Background: an optimization exercise with open tools, aiming at small area, a short achievable clock period and few clock cycles. Do not read the settings as production practice. Power figures rest on the tool's default switching activity, not on a simulated workload.

==> job 856: inputs <==
==> flow/design.v <==
module alu (e_a, e_b, res, fa, fb, sub, fn, y, eq);
    input  [31:0] e_a, e_b;      
    input  [31:0] res;           
    input         fa, fb;        
    input         sub;           
    input  [1:0]  fn;            
    output [31:0] y;
    output        eq;            
    wire [31:0] a = fa ? res : e_a;
    wire [31:0] b = fb ? (res ^ {32{sub}}) : e_b;
    wire [32:0] sum_x = {a, sub} + {b, sub};
    wire [31:0] sum   = sum_x[32:1];
    reg [31:0] r;
    always @(*) begin
        case (fn)
            2'd0: r = sum;
            2'd1: r = {31'b0, sum[31]};
            2'd2: r = a | b;
            default: r = a & b;
        endcase
    end
    assign y  = r;
    assign eq = (a == b);
endmodule
module register_file (clk, rst, we, wa, wd, ra1, ra2, rd1, rd2);
    input clk, rst;
    input we;                    
    input [4:0] wa, ra1, ra2;
    input [31:0] wd;
    output [31:0] rd1, rd2;
    reg  [31:1] vld;
    wire [32*32-1:0] q;          
    assign q[31:0] = 32'b0;
    genvar i;
    generate
        for (i = 1; i < 32; i = i + 1) begin : g_reg
            reg [31:0] r;
            wire wsel = we & (wa == i);
            always @(posedge clk or negedge rst) begin
                if (!rst)
                    vld[i] <= 1'b0;
                else if (wsel)
                    vld[i] <= 1'b1;
            end
            always @(posedge clk) begin
                if (wsel)
                    r <= wd;
            end
            assign q[32*i +: 32] = r;
        end
    endgenerate
    wire [31:1] s1, s2;
    generate
        for (i = 1; i < 32; i = i + 1) begin : g_sel
            assign s1[i] = vld[i] & (ra1 == i);
            assign s2[i] = vld[i] & (ra2 == i);
        end
    endgenerate
    genvar b;
    generate
        for (b = 0; b < 32; b = b + 1) begin : g_rd
            wire [31:1] d;
            for (i = 1; i < 32; i = i + 1) begin : g_d
                assign d[i] = q[32*i + b];
            end
            rf_read_bit u_rd1 (.s(s1), .d(d), .o(rd1[b]));
            rf_read_bit u_rd2 (.s(s2), .d(d), .o(rd2[b]));
        end
    endgenerate
endmodule
module rf_read_bit (s, d, o);
    input  [31:1] s, d;
    output o;
    assign o = |(s & d);
endmodule
module pipeline_top (clk, rst, imem_addr, imem_rdata, dmem_addr, dmem_wdata, dmem_we, dmem_rdata);
    input clk, rst;
    output [31:0] imem_addr;
    input  [31:0] imem_rdata;
    output [31:0] dmem_addr;
    output [31:0] dmem_wdata;
    output        dmem_we;
    input  [31:0] dmem_rdata;
    reg [31:0] pc;
    reg        e_wen, e_st, e_br;    
    reg        e_ld, e_sub;
    reg [1:0]  e_fn;                 
    reg [4:0]  e_rd;
    reg        e_fa, e_fb, e_ft;     
    reg [31:0] e_a, e_b, e_t;        
    reg        w_wen, w_st;          
    reg        w_ld;
    reg [4:0]  w_rd;
    reg [31:0] w_res, w_wd;          
    wire [31:0] res = w_ld ? dmem_rdata : w_res;
    assign dmem_addr  = w_res;
    assign dmem_wdata = w_wd;
    assign dmem_we    = w_st;
    wire [31:0] alu;
    wire        eq;
    alu u_alu (
        .e_a(e_a), .e_b(e_b), .res(res), .fa(e_fa), .fb(e_fb),
        .sub(e_sub), .fn(e_fn), .y(alu), .eq(eq)
    );
    wire [31:0] t = e_ft ? res : e_t;
    wire taken = e_br & eq;
    wire [31:0] ins = imem_rdata;
    wire [6:0]  op  = ins[6:0];
    wire [2:0]  f3  = ins[14:12];
    wire [4:0]  rs1 = ins[19:15];
    wire [4:0]  rs2 = ins[24:20];
    wire [4:0]  rd  = ins[11:7];
    wire is_r  = (op == 7'b0110011);
    wire is_lw = (op == 7'b0000011);
    wire is_sw = (op == 7'b0100011);
    wire is_br = (op == 7'b1100011);
    wire jmp   = is_br & (rs1 == rs2);      
    wire [31:0] immI = {{20{ins[31]}}, ins[31:20]};
    wire [31:0] immS = {{20{ins[31]}}, ins[31:25], ins[11:7]};
    wire [31:0] immB = {{20{ins[31]}}, ins[7], ins[30:25], ins[11:8], 1'b0};
    wire [31:0] pc_br = pc + immB;
    wire [31:0] pc_4  = pc + 32'd4;
    wire [31:0] rf1, rf2;
    register_file u_rf (
        .clk(clk), .rst(rst),
        .we(w_wen), .wa(w_rd), .wd(res),
        .ra1(rs1), .ra2(rs2), .rd1(rf1), .rd2(rf2)
    );
    wire [31:0] v1 = (w_wen && w_rd == rs1) ? res : rf1;
    wire [31:0] v2 = (w_wen && w_rd == rs2) ? res : rf2;
    wire m1 = e_wen && (e_rd == rs1);
    wire m2 = e_wen && (e_rd == rs2);
    wire sub = is_r & (((f3 == 3'b000) & ins[30]) | (f3 == 3'b010));
    wire [1:0] fn = !is_r          ? 2'd0 :
                    (f3 == 3'b010) ? 2'd1 :
                    (f3 == 3'b110) ? 2'd2 :
                    (f3 == 3'b111) ? 2'd3 : 2'd0;
    wire [31:0] b_next = is_lw ? immI :
                         is_sw ? immS :
                         sub   ? ~v2  : v2;
    wire [31:0] t_next = is_br ? pc_br : v2;
    always @(posedge clk or negedge rst) begin
        if (!rst) begin
            pc    <= 32'b0;
            e_wen <= 1'b0;
            e_st  <= 1'b0;
            e_br  <= 1'b0;
            w_wen <= 1'b0;
            w_st  <= 1'b0;
        end else begin
            pc    <= taken ? e_t : (jmp ? pc_br : pc_4);
            e_wen <= ~taken & (is_r | is_lw) & (rd != 5'd0);
            e_st  <= ~taken & is_sw;
            e_br  <= ~taken & is_br & ~jmp;
            w_wen <= e_wen;
            w_st  <= e_st;
        end
    end
    always @(posedge clk) begin
        e_ld  <= is_lw;
        e_sub <= sub;
        e_fn  <= fn;
        e_rd  <= rd;
        e_fa  <= m1;
        e_fb  <= m2 & ~(is_lw | is_sw);
        e_ft  <= m2 & is_sw;
        e_a   <= v1;
        e_b   <= b_next;
        e_t   <= t_next;
        w_ld  <= e_ld;
        w_rd  <= e_rd;
        w_res <= alu;
        w_wd  <= t;
    end
    assign imem_addr = pc;
endmodule
==> flow/flow/run.sh <==
#!/bin/bash
# Layout flow: the standard flow, except that synthesis maps the ALU
# module with a delay-driven ABC script and without ORFS's full-adder
# extraction (see synth_custom.tcl). Everything after synthesis is
# standard.sh unchanged. Each step's output goes to a log file here.
set -euo pipefail
W=$PWD
export FAST_MODULES=alu
make -C "$FLOW_HOME" DESIGN_CONFIG="$FLOW_CONFIG" WORK_HOME="$W/orfs" CLKGATE_MAP_FILE= \
    SYNTH_SCRIPT="$W/flow/synth_custom.tcl" ADDER_MAP_FILE= FAST_MODULES=alu synth \
    > "$W/run_synth.log" 2>&1
bash "$W/standard.sh" finish > "$W/run_layout.log" 2>&1
==> flow/flow/abc_fast.script <==
strash
dch
map -D 500
topo
buffer -c
upsize -c -D 500
dnsize -c -D 500
==> flow/flow/synth_custom.tcl <==
set ::custom_synth_file [info script]
# The standard flow's synthesis (synth_recipe.tcl), except that ABC maps the modules named
# in FAST_MODULES with a delay-driven script (abc_fast.script beside this file).
proc synth {args} { yosys synth -nofsm -noshare {*}$args }

proc abc {args} {
  set here [file dirname $::custom_synth_file]
  set fast_script [file join $here abc_fast.script]
  set i [lsearch -exact $args -script]
  set fast_args [lreplace $args [expr {$i + 1}] [expr {$i + 1}] $fast_script]
  set sel "*"
  foreach m $::env(FAST_MODULES) {
    puts "custom abc: fast mapping of module $m"
    yosys abc {*}$fast_args $m
    append sel " $m %d"
  }
  yosys abc {*}$args {*}$sel
}
source $::env(SCRIPTS_DIR)/synth.tcl
# left out here: clear keep_hierarchy, flatten, clean up, hide names made inside functions, write 1_2_yosys.v
==> flow/standard.sh <==
#!/bin/bash
# synth_recipe.tcl (not shown) runs the flow's synth.tcl, then flattens the netlist and writes it again
# the make line also repeats each setting of config.mk as NAME=value (left out here)
make -C /OpenROAD-flow-scripts/flow DESIGN_CONFIG=/design/flow/config.mk WORK_HOME=/design/flow/orfs CLKGATE_MAP_FILE= SYNTH_SCRIPT=/design/flow/synth_recipe.tcl "${@:-finish}"
==> flow/config.mk <==
export PLATFORM = sky130hd
export DESIGN_NAME = pipeline_top
export DESIGN_NICKNAME = pipeline_top
export VERILOG_FILES = /design/flow/design.v
export SDC_FILE = /design/flow/constraint.sdc
export NUM_CORES = 8
export LEC_CHECK = 0
export CAP_MARGIN = 20
export CORE_MARGIN = 2
export CORE_UTILIZATION = 40
export SETUP_SLACK_MARGIN = 4.5
export SLEW_MARGIN = 20
export SYNTH_HIERARCHICAL = 1
==> flow/constraint.sdc <==
create_clock -name core_clock -period 8.0 [get_ports {clk}]
set_input_delay 1.6000 -clock core_clock [delete_from_list [all_inputs] [get_ports {clk}]]
set_output_delay 1.6000 -clock core_clock [all_outputs]
set_load 0.01 [all_outputs]
==> job 7681 (differences from job 856) <==
--- a/flow/design.v
+++ b/flow/design.v
@@ -1,25 +1 @@
-module alu (e_a, e_b, res, fa, fb, sub, fn, y, eq);
-    input  [31:0] e_a, e_b;      
-    input  [31:0] res;           
-    input         fa, fb;        
-    input         sub;           
-    input  [1:0]  fn;            
-    output [31:0] y;
-    output        eq;            
-    wire [31:0] a = fa ? res : e_a;
-    wire [31:0] b = fb ? (res ^ {32{sub}}) : e_b;
-    wire [32:0] sum_x = {a, sub} + {b, sub};
-    wire [31:0] sum   = sum_x[32:1];
-    reg [31:0] r;
-    always @(*) begin
-        case (fn)
-            2'd0: r = sum;
-            2'd1: r = {31'b0, sum[31]};
-            2'd2: r = a | b;
-            default: r = a & b;
-        endcase
-    end
-    assign y  = r;
-    assign eq = (a == b);
-endmodule
 module register_file (clk, rst, we, wa, wd, ra1, ra2, rd1, rd2);
@@ -51,25 +27,14 @@
     endgenerate
-    wire [31:1] s1, s2;
-    generate
-        for (i = 1; i < 32; i = i + 1) begin : g_sel
-            assign s1[i] = vld[i] & (ra1 == i);
-            assign s2[i] = vld[i] & (ra2 == i);
+    reg [31:0] o1, o2;
+    integer k;
+    always @(*) begin
+        o1 = 32'b0;
+        o2 = 32'b0;
+        for (k = 1; k < 32; k = k + 1) begin
+            o1 = o1 | ({32{vld[k] & (ra1 == k)}} & q[32*k +: 32]);
+            o2 = o2 | ({32{vld[k] & (ra2 == k)}} & q[32*k +: 32]);
         end
-    endgenerate
-    genvar b;
-    generate
-        for (b = 0; b < 32; b = b + 1) begin : g_rd
-            wire [31:1] d;
-            for (i = 1; i < 32; i = i + 1) begin : g_d
-                assign d[i] = q[32*i + b];
-            end
-            rf_read_bit u_rd1 (.s(s1), .d(d), .o(rd1[b]));
-            rf_read_bit u_rd2 (.s(s2), .d(d), .o(rd2[b]));
-        end
-    endgenerate
-endmodule
-module rf_read_bit (s, d, o);
-    input  [31:1] s, d;
-    output o;
-    assign o = |(s & d);
+    end
+    assign rd1 = o1;
+    assign rd2 = o2;
 endmodule
@@ -98,10 +63,17 @@
     assign dmem_we    = w_st;
-    wire [31:0] alu;
-    wire        eq;
-    alu u_alu (
-        .e_a(e_a), .e_b(e_b), .res(res), .fa(e_fa), .fb(e_fb),
-        .sub(e_sub), .fn(e_fn), .y(alu), .eq(eq)
-    );
+    wire [31:0] a = e_fa ? res : e_a;
+    wire [31:0] b = e_fb ? (res ^ {32{e_sub}}) : e_b;
     wire [31:0] t = e_ft ? res : e_t;
-    wire taken = e_br & eq;
+    wire [32:0] sum_x = {a, e_sub} + {b, e_sub};
+    wire [31:0] sum   = sum_x[32:1];
+    reg  [31:0] alu;
+    always @(*) begin
+        case (e_fn)
+            2'd0: alu = sum;
+            2'd1: alu = {31'b0, sum[31]};
+            2'd2: alu = a | b;
+            default: alu = a & b;
+        endcase
+    end
+    wire taken = e_br & (a == b);
     wire [31:0] ins = imem_rdata;
==> flow/run.sh (new file) <==
#!/bin/bash
# synth_recipe.tcl (not shown) runs the flow's synth.tcl, then flattens the netlist and writes it again
# the make line also repeats each setting of config.mk as NAME=value (left out here)
make -C /OpenROAD-flow-scripts/flow DESIGN_CONFIG=/design/flow/config.mk WORK_HOME=/design/flow/orfs CLKGATE_MAP_FILE= SYNTH_SCRIPT=/design/flow/synth_recipe.tcl finish
SYNTH_HIERARCHICAL = default   (was 1)
removed: flow/flow/run.sh
removed: flow/flow/abc_fast.script
removed: flow/flow/synth_custom.tcl
removed: flow/standard.sh
==> comparison <==
- Global-route usage: job 7681 is lower than job 856 (0.16 points).
- Between job 856 and job 7681, the lower maximum frequency is in job 7681 (gap 6.4%, measured against job 7681).
- Against job 856, the clock power of job 7681 is larger by about 4%.
- Between job 7681 and job 856, the lower non-clock buffer count is in job 7681 (gap 266).
Function was not checked in any run of this note: the RTL went through the layout flow alone.

-- separate check: timing with driven ports --
The results above use ideal ports. As a check the final layouts listed here were re-extracted and re-timed, cells and wires unchanged.
Step 1 sets driving cells, clkbuf_16 on the clock port and buf_2 on the other inputs (assumed; they add their load-dependent delay and slew).
Step 2, shift: input delay + t, output delay - t, t = (earliest + latest rising clock arrival at the registers) / 2. This alone moves slack from input paths to output paths.
Three values: no drivers, after step 1, after step 2; two values: the first two.
run	t, ns	setup WS [ns]	worst setup path at the end	latest minus earliest clock arrival (ns)	worst register clock-pin slew, ns
job 856	0.883	4.099 / 4.143 / 3.260	input to register	0.038 / 0.038	0.07 / 0.07
job 7681	0.869	3.850 / 3.900 / 3.032	input to register	0.037 / 0.037	0.07 / 0.07
After both steps every run listed still meets setup and hold. The setup slack of job 856, which loses most, moves by +0.044 ns with the drivers and by -0.839 ns with both steps.
